This design comes from an exercise in tuning for small area on the open sky130 flow, not from production work. Only simulation tests tie the RTL to the original design; equivalence was not proved. Power and IR drop assume default switching activity.

// moving_average_v5
module moving_average_v5 (
    input wire clk,
    input wire rst_n,
    input wire enable,
    input wire data_refresh,
    input wire output_refresh_mode,
    input wire signed [15:0] din,
    input wire [2:0] mode,
    output reg signed [15:0] dout,
    output reg output_pulse
);
reg [27:4] acc;
reg [15:0] h0, h1, h2, h3;
reg [3:0] cnt;
reg init_flag;
wire upd  = enable & data_refresh;
wire load = ~init_flag & (cnt == 4'd0);
reg [23:0] x, y;
always @* begin
    if (!upd)
        x = 24'b0;
    else if (init_flag)
        x = {{8{din[15]}}, din};
    else if (load)
        x = {din, 8'b0};
    else
        x = {{4{din[15]}}, din, 4'b0};
    y = (upd & init_flag) ? ~{{8{h3[15]}}, h3} : 24'b0;
end
wire cin_a = upd & init_flag;
wire [23:0] xs = acc ^ x ^ y;
wire [23:0] xc = (acc & x) | (acc & y) | (x & y);
wire [23:0] acc_next;
ma5_add #(.W(24), .F(4), .B(5)) u_acc_add (
    .a(xs), .b({xc[22:0], cin_a}), .cin(1'b0), .s(acc_next)
);
wire m1 = (mode == 3'b001);
wire m2 = (mode == 3'b010);
wire m3 = (mode == 3'b011);
wire [15:0] q = ({16{m1}} & ~h2) | ({16{m2}} & h1) | ({16{m3}} & acc[27:12]);
wire [15:0] t1s = h0 ^ h1 ^ h2;
wire [15:0] t1c = (h0 & h1) | (h0 & h2) | (h1 & h2);
wire [15:0] t1cs = {t1c[14:0], 1'b0};
wire [15:0] t2s = t1s ^ t1cs ^ q;
wire [15:0] t2c = (t1s & t1cs) | (t1s & q) | (t1cs & q);
wire [15:0] w;
ma5_add #(.W(16), .F(4), .B(4)) u_out_add (
  ...
For scale: about 660 cells after synthesis, roughly 41 I/O pins, ~7000 µm² of cells after synthesis.
export LEC_CHECK = 0
export ABC_AREA = 1
export CAP_MARGIN = 20
export CORE_MARGIN = 2
export CORE_UTILIZATION = 75
export CTS_BUF_LIST = sky130_fd_sc_hd__clkbuf_8
export PLACE_DENSITY = 0.85
export SLEW_MARGIN = 20
create_clock -name core_clock -period 6.0 [get_ports {clk}]
standard.sh (not shown) runs the stock make flow with config.mk's settings and CLKGATE_MAP_FILE= SYNTH_SCRIPT=/design/flow/synth_recipe.tcl, a recipe that flattens the netlist after the stock synthesis.
==> flow/flow/run.sh <==
#!/bin/bash
# The standard layout with an area pass after its standard synthesis:
#  * each port gets the smallest buffer (buf_1);
#  * clock tree synthesis inserts no dummy loads;
#  * the synthesized netlist is improved without touching its registers:
#    fa_polarity.py picks each full adder's polarity (a full adder is
#    self-dual) to drop inverters, and abc re-maps the remaining logic for
#    area (reabc.ys), three times over, keeping the smallest; the result replaces 1_2_yosys.v and the
#    standard flow continues from there. Timing is then repaired by the flow.
set -euo pipefail
export BUFFER_PORTS_ARGS="-buffer_cell sky130_fd_sc_hd__buf_1"
export CTS_ARGS="-sink_clustering_enable -repair_clock_nets -buf_list sky130_fd_sc_hd__clkbuf_8 -dont_use_dummy_load"
R=orfs/results/sky130hd/moving_average_v5/base
L=orfs/logs/sky130hd/moving_average_v5/base
LIB=$FLOW_HOME/platforms/sky130hd/lib/sky130_fd_sc_hd__tt_025C_1v80.lib
bash standard.sh synth > synth.log 2>&1
cp $R/1_2_yosys.v yosys_standard.v
DONTUSE=$(grep -o -- "-dont_use [^ ]*" $L/1_2_yosys.log | sort -u | tr '\n' ' ')
cur=yosys_standard.v
best=""
best_area=""
for i in 1 2 3; do
  python3 flow/fa_polarity.py $cur pol$i.v >> fa_polarity.log 2>&1
  sed -e "s#@LIB@#$LIB#g" -e "s#@IN@#pol$i.v#" -e "s#@OUT@#abc$i.v#" \
      -e "s#@SCRIPT@#flow/amap.script#" -e "s#@TOP@#$FLOW_TOP#" \
      -e "s#@DONTUSE@#$DONTUSE#" flow/reabc.ys > reabc$i.ys
  yosys -l reabc$i.log reabc$i.ys > /dev/null
  area=$(grep "Chip area" reabc$i.log | tail -1 | awk '{print $NF}')
  if [[ -z "$best" ]] || awk "BEGIN{exit !($area < $best_area)}"; then
    best=abc$i.v
    best_area=$area
  fi
  cur=abc$i.v
done
echo "kept $best ($best_area um2)" >> fa_polarity.log
python3 flow/fa_polarity.py $best yosys_final.v >> fa_polarity.log 2>&1
cp yosys_final.v $R/1_2_yosys.v
rm -f $R/1_synth.odb
bash standard.sh > standard.log 2>&1
Other scripts of this flow, unchanged in this note and not shown: flow/flow/amap.script, flow/flow/fa_polarity.py, flow/flow/reabc.ys
==> next run, changes <==
- CORE_UTILIZATION: 75 -> 60
- GPL_TIMING_DRIVEN: default -> 0
- PLACE_DENSITY: 0.85 -> default
What happened:
- The changed run finished with timing, DRC and antenna clean
- synthesized area is unchanged
- setup slack gets worse by 0.086 ns
- die area goes up by 24%

* * *

== lagoon ==
Starting RTL as in the previous note.
Design moving_average_v5, start of the top module:
module moving_average_v5 (
    input wire clk,
    input wire rst_n,
    input wire enable,
    input wire data_refresh,
    input wire output_refresh_mode,
    input wire signed [15:0] din,
    input wire [2:0] mode,
    output reg signed [15:0] dout,
    output reg output_pulse
);
Settings: LEC_CHECK=0, ABC_AREA=1, CAP_MARGIN=20, CORE_MARGIN=2, CORE_UTILIZATION=60, CTS_BUF_LIST=sky130_fd_sc_hd__clkbuf_8, SLEW_MARGIN=20; clock period 6.0 ns.
==> flow/flow/run.sh <==
#!/bin/bash
# The standard layout with an area pass after its standard synthesis:
#  * each port gets the smallest buffer (buf_1);
#  * clock tree synthesis inserts no dummy loads;
#  * after global routing, cells off the critical paths are downsized
#    (RECOVER_POWER);
#  * the synthesized netlist is improved without touching its registers:
#    fa_polarity.py picks each full adder's polarity (a full adder is
#    self-dual) to drop inverters, and abc re-maps the remaining logic for
#    area (reabc.ys), three times over; the result replaces 1_2_yosys.v and the
#    standard flow continues from there. Timing is then repaired by the flow.
set -euo pipefail
export BUFFER_PORTS_ARGS="-buffer_cell sky130_fd_sc_hd__buf_1"
export CTS_ARGS="-sink_clustering_enable -repair_clock_nets -buf_list sky130_fd_sc_hd__clkbuf_8 -dont_use_dummy_load"
export RECOVER_POWER=100
R=orfs/results/sky130hd/moving_average_v5/base
L=orfs/logs/sky130hd/moving_average_v5/base
LIB=$FLOW_HOME/platforms/sky130hd/lib/sky130_fd_sc_hd__tt_025C_1v80.lib
bash standard.sh synth > synth.log 2>&1
cp $R/1_2_yosys.v yosys_standard.v
DONTUSE=$(grep -o -- "-dont_use [^ ]*" $L/1_2_yosys.log | sort -u | tr '\n' ' ')
cur=yosys_standard.v
for i in 1 2 3; do
  python3 flow/fa_polarity.py $cur pol$i.v >> fa_polarity.log 2>&1
  sed -e "s#@LIB@#$LIB#g" -e "s#@IN@#pol$i.v#" -e "s#@OUT@#abc$i.v#" \
      -e "s#@SCRIPT@#flow/amap.script#" -e "s#@TOP@#$FLOW_TOP#" \
      -e "s#@DONTUSE@#$DONTUSE#" flow/reabc.ys > reabc$i.ys
  yosys -l reabc$i.log reabc$i.ys > /dev/null
  cur=abc$i.v
done
python3 flow/fa_polarity.py $cur yosys_final.v >> fa_polarity.log 2>&1
cp yosys_final.v $R/1_2_yosys.v
rm -f $R/1_synth.odb
bash standard.sh > standard.log 2>&1
==> flow/flow/amap.script <==
strash
dch -f
map
Other scripts of this flow, unchanged in this note and not shown: flow/flow/fa_polarity.py, flow/flow/reabc.ys
Complete run, failing final checks: lagoon, reason capacitance limit, slew limit.
The inputs of violet differ from those of lagoon as listed below.
Settings: TNS_END_PERCENT now 0, previously not set.
--- a/flow/flow/run.sh
+++ b/flow/flow/run.sh
@@ -4,4 +4,2 @@
 #  * clock tree synthesis inserts no dummy loads;
-#  * after global routing, cells off the critical paths are downsized
-#    (RECOVER_POWER);
 #  * the synthesized netlist is improved without touching its registers:
@@ -9,3 +7,3 @@
 #    self-dual) to drop inverters, and abc re-maps the remaining logic for
-#    area (reabc.ys), three times over; the result replaces 1_2_yosys.v and the
+#    area (reabc.ys), three times over, keeping the smallest; the result replaces 1_2_yosys.v and the
 #    standard flow continues from there. Timing is then repaired by the flow.
@@ -14,3 +12,2 @@
 export CTS_ARGS="-sink_clustering_enable -repair_clock_nets -buf_list sky130_fd_sc_hd__clkbuf_8 -dont_use_dummy_load"
-export RECOVER_POWER=100
 R=orfs/results/sky130hd/moving_average_v5/base
@@ -22,2 +19,4 @@
 cur=yosys_standard.v
+best=""
+best_area=""
 for i in 1 2 3; do
@@ -28,5 +27,11 @@
   yosys -l reabc$i.log reabc$i.ys > /dev/null
+  area=$(grep "Chip area" reabc$i.log | tail -1 | awk '{print $NF}')
+  if [[ -z "$best" ]] || awk "BEGIN{exit !($area < $best_area)}"; then
+    best=abc$i.v
+    best_area=$area
+  fi
   cur=abc$i.v
 done
-python3 flow/fa_polarity.py $cur yosys_final.v >> fa_polarity.log 2>&1
+echo "kept $best ($best_area um2)" >> fa_polarity.log
+python3 flow/fa_polarity.py $best yosys_final.v >> fa_polarity.log 2>&1
 cp yosys_final.v $R/1_2_yosys.v
==> flow/flow/amap.script <==
&get -n
&st
&dch -f
&nf -R 1000
&put
Findings:
- violet against lagoon: placeable core region shrank by 1.7%, total number of multi-input combinational cells held steady, post-placement worst setup slack fell by 0.36 ns.
- No stage failed in violet, and the final checks on the layout all came back clean.
- Comparing violet and lagoon, detail-routed via count per cell is higher on lagoon.
- On clock transition at the registers of the reported paths, violet and lagoon are neck and neck.
Input-level comparison between garnet and violet:
Settings: clearing TNS_END_PERCENT, which used to be 0; swapping 60 for 40 in CORE_UTILIZATION.
--- a/flow/flow/run.sh
+++ b/flow/flow/run.sh
@@ -3,3 +3,2 @@
 #  * each port gets the smallest buffer (buf_1);
-#  * clock tree synthesis inserts no dummy loads;
 #  * the synthesized netlist is improved without touching its registers:
@@ -7,3 +6,3 @@
 #    self-dual) to drop inverters, and abc re-maps the remaining logic for
-#    area (reabc.ys), three times over, keeping the smallest; the result replaces 1_2_yosys.v and the
+#    area (reabc.ys), twice over; the result replaces 1_2_yosys.v and the
 #    standard flow continues from there. Timing is then repaired by the flow.
@@ -11,3 +10,2 @@
 export BUFFER_PORTS_ARGS="-buffer_cell sky130_fd_sc_hd__buf_1"
-export CTS_ARGS="-sink_clustering_enable -repair_clock_nets -buf_list sky130_fd_sc_hd__clkbuf_8 -dont_use_dummy_load"
 R=orfs/results/sky130hd/moving_average_v5/base
@@ -19,4 +17,2 @@
 cur=yosys_standard.v
-best=""
-best_area=""
 for i in 1 2 3; do
@@ -27,11 +23,5 @@
   yosys -l reabc$i.log reabc$i.ys > /dev/null
-  area=$(grep "Chip area" reabc$i.log | tail -1 | awk '{print $NF}')
-  if [[ -z "$best" ]] || awk "BEGIN{exit !($area < $best_area)}"; then
-    best=abc$i.v
-    best_area=$area
-  fi
   cur=abc$i.v
 done
-echo "kept $best ($best_area um2)" >> fa_polarity.log
-python3 flow/fa_polarity.py $best yosys_final.v >> fa_polarity.log 2>&1
+python3 flow/fa_polarity.py $cur yosys_final.v >> fa_polarity.log 2>&1
 cp yosys_final.v $R/1_2_yosys.v
==> flow/flow/amap.script <==
strash
dch -f
map
### Flow results
- Die span in x, garnet vs violet: up by more than 10%
- Delta (garnet minus violet): via density per instance shrank by about 11%; count of plain and timing-repair buffers in the layout shrank by 9; global-route usage shrank by 10 points; largest net degree at the start of global routing grew by 5.
- In the metrics for violet and garnet, the one carrying the higher shortest clock period the worst path allows after layout is violet.
- Fraction of layout cells with a size suffix above 1 for garnet: 0.37 points down relative to violet
- garnet vs violet — routed wire length climbed by a little under 10%
- garnet vs violet — first-pass GRT wire length climbed by a few percent
- garnet vs violet: critical path depth up
- From garnet to violet, count of maximum capacitance violations did not move at all.
Modified inputs, maple compared to garnet
Settings: CORE_UTILIZATION: 40 -> 60.
--- a/flow/flow/run.sh
+++ b/flow/flow/run.sh
@@ -3,2 +3,3 @@
 #  * each port gets the smallest buffer (buf_1);
+#  * clock tree synthesis inserts no dummy loads;
 #  * the synthesized netlist is improved without touching its registers:
@@ -10,2 +11,3 @@
 export BUFFER_PORTS_ARGS="-buffer_cell sky130_fd_sc_hd__buf_1"
+export CTS_ARGS="-sink_clustering_enable -repair_clock_nets -buf_list sky130_fd_sc_hd__clkbuf_8 -dont_use_dummy_load"
 R=orfs/results/sky130hd/moving_average_v5/base
==> flow/flow/amap.script <==
strash
dch -f
map -a
Findings:
- maple has synthesized cell count below what garnet had.
- Changes observed in maple relative to garnet: growth of design area from synthesis to finish now sits higher, overall power after layout now sits lower, switching part of the total now sits at about the same level.
- Min clock network fraction of design power across garnet and maple: maple
- Cell area | maple vs garnet | maple smaller
- Compared with garnet, in maple internal portion of total power went down about 0.7%; combinational power went up about 4%.
- Per the final summary, maple finished and its layout is clean on timing, DRC and antenna.

* * *

Starting RTL as in the previous note.
clock: 6.0 ns
lec_check: 0
abc_area: 1
cap_margin: 20
core_margin: 2
core_utilization: 60
cts_buf_list: sky130_fd_sc_hd__clkbuf_8
slew_margin: 20
==> flow/flow/run.sh <==
#!/bin/bash
# The standard layout with an area pass after its standard synthesis:
#  * each port gets the smallest buffer (buf_1);
#  * clock tree synthesis inserts no dummy loads;
#  * the synthesized netlist is improved without touching its registers:
#    fa_polarity.py picks each full adder's polarity (a full adder is
#    self-dual) to drop inverters, and abc re-maps the remaining logic for
#    area (reabc.ys), three times over, keeping the smallest; the result replaces 1_2_yosys.v and the
#    standard flow continues from there. Timing is then repaired by the flow.
set -euo pipefail
export BUFFER_PORTS_ARGS="-buffer_cell sky130_fd_sc_hd__buf_1"
export CTS_ARGS="-sink_clustering_enable -repair_clock_nets -buf_list sky130_fd_sc_hd__clkbuf_8 -dont_use_dummy_load"
R=orfs/results/sky130hd/moving_average_v5/base
L=orfs/logs/sky130hd/moving_average_v5/base
LIB=$FLOW_HOME/platforms/sky130hd/lib/sky130_fd_sc_hd__tt_025C_1v80.lib
bash standard.sh synth > synth.log 2>&1
cp $R/1_2_yosys.v yosys_standard.v
DONTUSE=$(grep -o -- "-dont_use [^ ]*" $L/1_2_yosys.log | sort -u | tr '\n' ' ')
cur=yosys_standard.v
best=""
best_area=""
for i in 1 2 3; do
  python3 flow/fa_polarity.py $cur pol$i.v >> fa_polarity.log 2>&1
  sed -e "s#@LIB@#$LIB#g" -e "s#@IN@#pol$i.v#" -e "s#@OUT@#abc$i.v#" \
      -e "s#@SCRIPT@#flow/amap.script#" -e "s#@TOP@#$FLOW_TOP#" \
      -e "s#@DONTUSE@#$DONTUSE#" flow/reabc.ys > reabc$i.ys
  yosys -l reabc$i.log reabc$i.ys > /dev/null
  area=$(grep "Chip area" reabc$i.log | tail -1 | awk '{print $NF}')
  if [[ -z "$best" ]] || awk "BEGIN{exit !($area < $best_area)}"; then
    best=abc$i.v
    best_area=$area
  fi
  cur=abc$i.v
done
echo "kept $best ($best_area um2)" >> fa_polarity.log
python3 flow/fa_polarity.py $best yosys_final.v >> fa_polarity.log 2>&1
cp yosys_final.v $R/1_2_yosys.v
rm -f $R/1_synth.odb
bash standard.sh > standard.log 2>&1
==> flow/flow/amap.script <==
strash
dch -f
map
strash
dch -f
map
Other scripts of this flow, unchanged in this note and not shown: flow/flow/fa_polarity.py, flow/flow/reabc.ys
The starting point went through all stages and came out clean.
==> next run, changes <==
--- a/flow/flow/run.sh
+++ b/flow/flow/run.sh
@@ -7,3 +7,3 @@
 #    self-dual) to drop inverters, and abc re-maps the remaining logic for
-#    area (reabc.ys), three times over, keeping the smallest; the result replaces 1_2_yosys.v and the
+#    area (reabc.ys), twice over; the result replaces 1_2_yosys.v and the
 #    standard flow continues from there. Timing is then repaired by the flow.
@@ -19,4 +19,2 @@
 cur=yosys_standard.v
-best=""
-best_area=""
 for i in 1 2 3; do
@@ -27,11 +25,5 @@
   yosys -l reabc$i.log reabc$i.ys > /dev/null
-  area=$(grep "Chip area" reabc$i.log | tail -1 | awk '{print $NF}')
-  if [[ -z "$best" ]] || awk "BEGIN{exit !($area < $best_area)}"; then
-    best=abc$i.v
-    best_area=$area
-  fi
   cur=abc$i.v
 done
-echo "kept $best ($best_area um2)" >> fa_polarity.log
-python3 flow/fa_polarity.py $best yosys_final.v >> fa_polarity.log 2>&1
+python3 flow/fa_polarity.py $cur yosys_final.v >> fa_polarity.log 2>&1
 cp yosys_final.v $R/1_2_yosys.v
==> flow/flow/amap.script (replaced) <==
strash
dch -f
map
- CORE_UTILIZATION: 60 -> 40
Result:
- The changed run ran to the end with no violations
- sequential power barely changes
- clock-buffer cell count stays the same
- total power drops by 0.62%
- register-to-register slack loses 40 ps
- via count goes down by 1.7%
- wire length falls by 0.85%
- utilization fell by 23 points
- design area climbs by 1.7%
- fmax hardly moves
- worst hold slack gets worse by 7.2 ps
- cell count went up by 9.8%

==> afterwards: timing with drivers on the ports <==
No port has a modelled driver above. Below, the same layouts with a new extraction and two added sets of constraints. Step 1 (the two cells are an assumption about what drives the block):
set clk [get_ports {clk}]
set_driving_cell -lib_cell sky130_fd_sc_hd__clkbuf_16 $clk
set_driving_cell -lib_cell sky130_fd_sc_hd__buf_2 [delete_from_list [all_inputs] $clk]
Step 2, shift: input delay + t, output delay - t, t = (earliest + latest rising clock arrival at the registers) / 2. This alone moves slack from input paths to output paths. Three values: ideal ports, drivers, drivers and shift; two values: the first two.
run	shift t [ns]	slack for setup (ns)	worst setup path at the end	worst data-port slew with drivers (ns)	cell pins on the clock port's net
the first run of note 1	0.410	0.341 / 0.349 / -0.061	input to register	0.04	1
the second run of note 1	0.419	0.255 / 0.238 / -0.181	input to register	0.06	1
lagoon	0.419	0.523 / 0.538 / 0.118	input to register	0.05	1
violet	0.422	0.258 / 0.272 / -0.150	input to register	0.03	1
garnet	0.426	0.606 / 0.618 / 0.191	input to register	0.05	1
maple	0.424	0.311 / 0.323 / -0.102	input to register	0.04	1
the first run of note 3	0.418	0.599 / 0.607 / 0.189	input to register	0.04	1
the second run of note 3	0.414	0.605 / 0.617 / 0.202	input to register	0.05	1
With both steps, setup timing fails in the first run of note 1, the second run of note 1, violet and maple, where it was met with ideal ports. For the second run of note 1, which loses most, drivers alone change the setup slack by -0.017 ns; drivers and shift together by -0.436 ns.
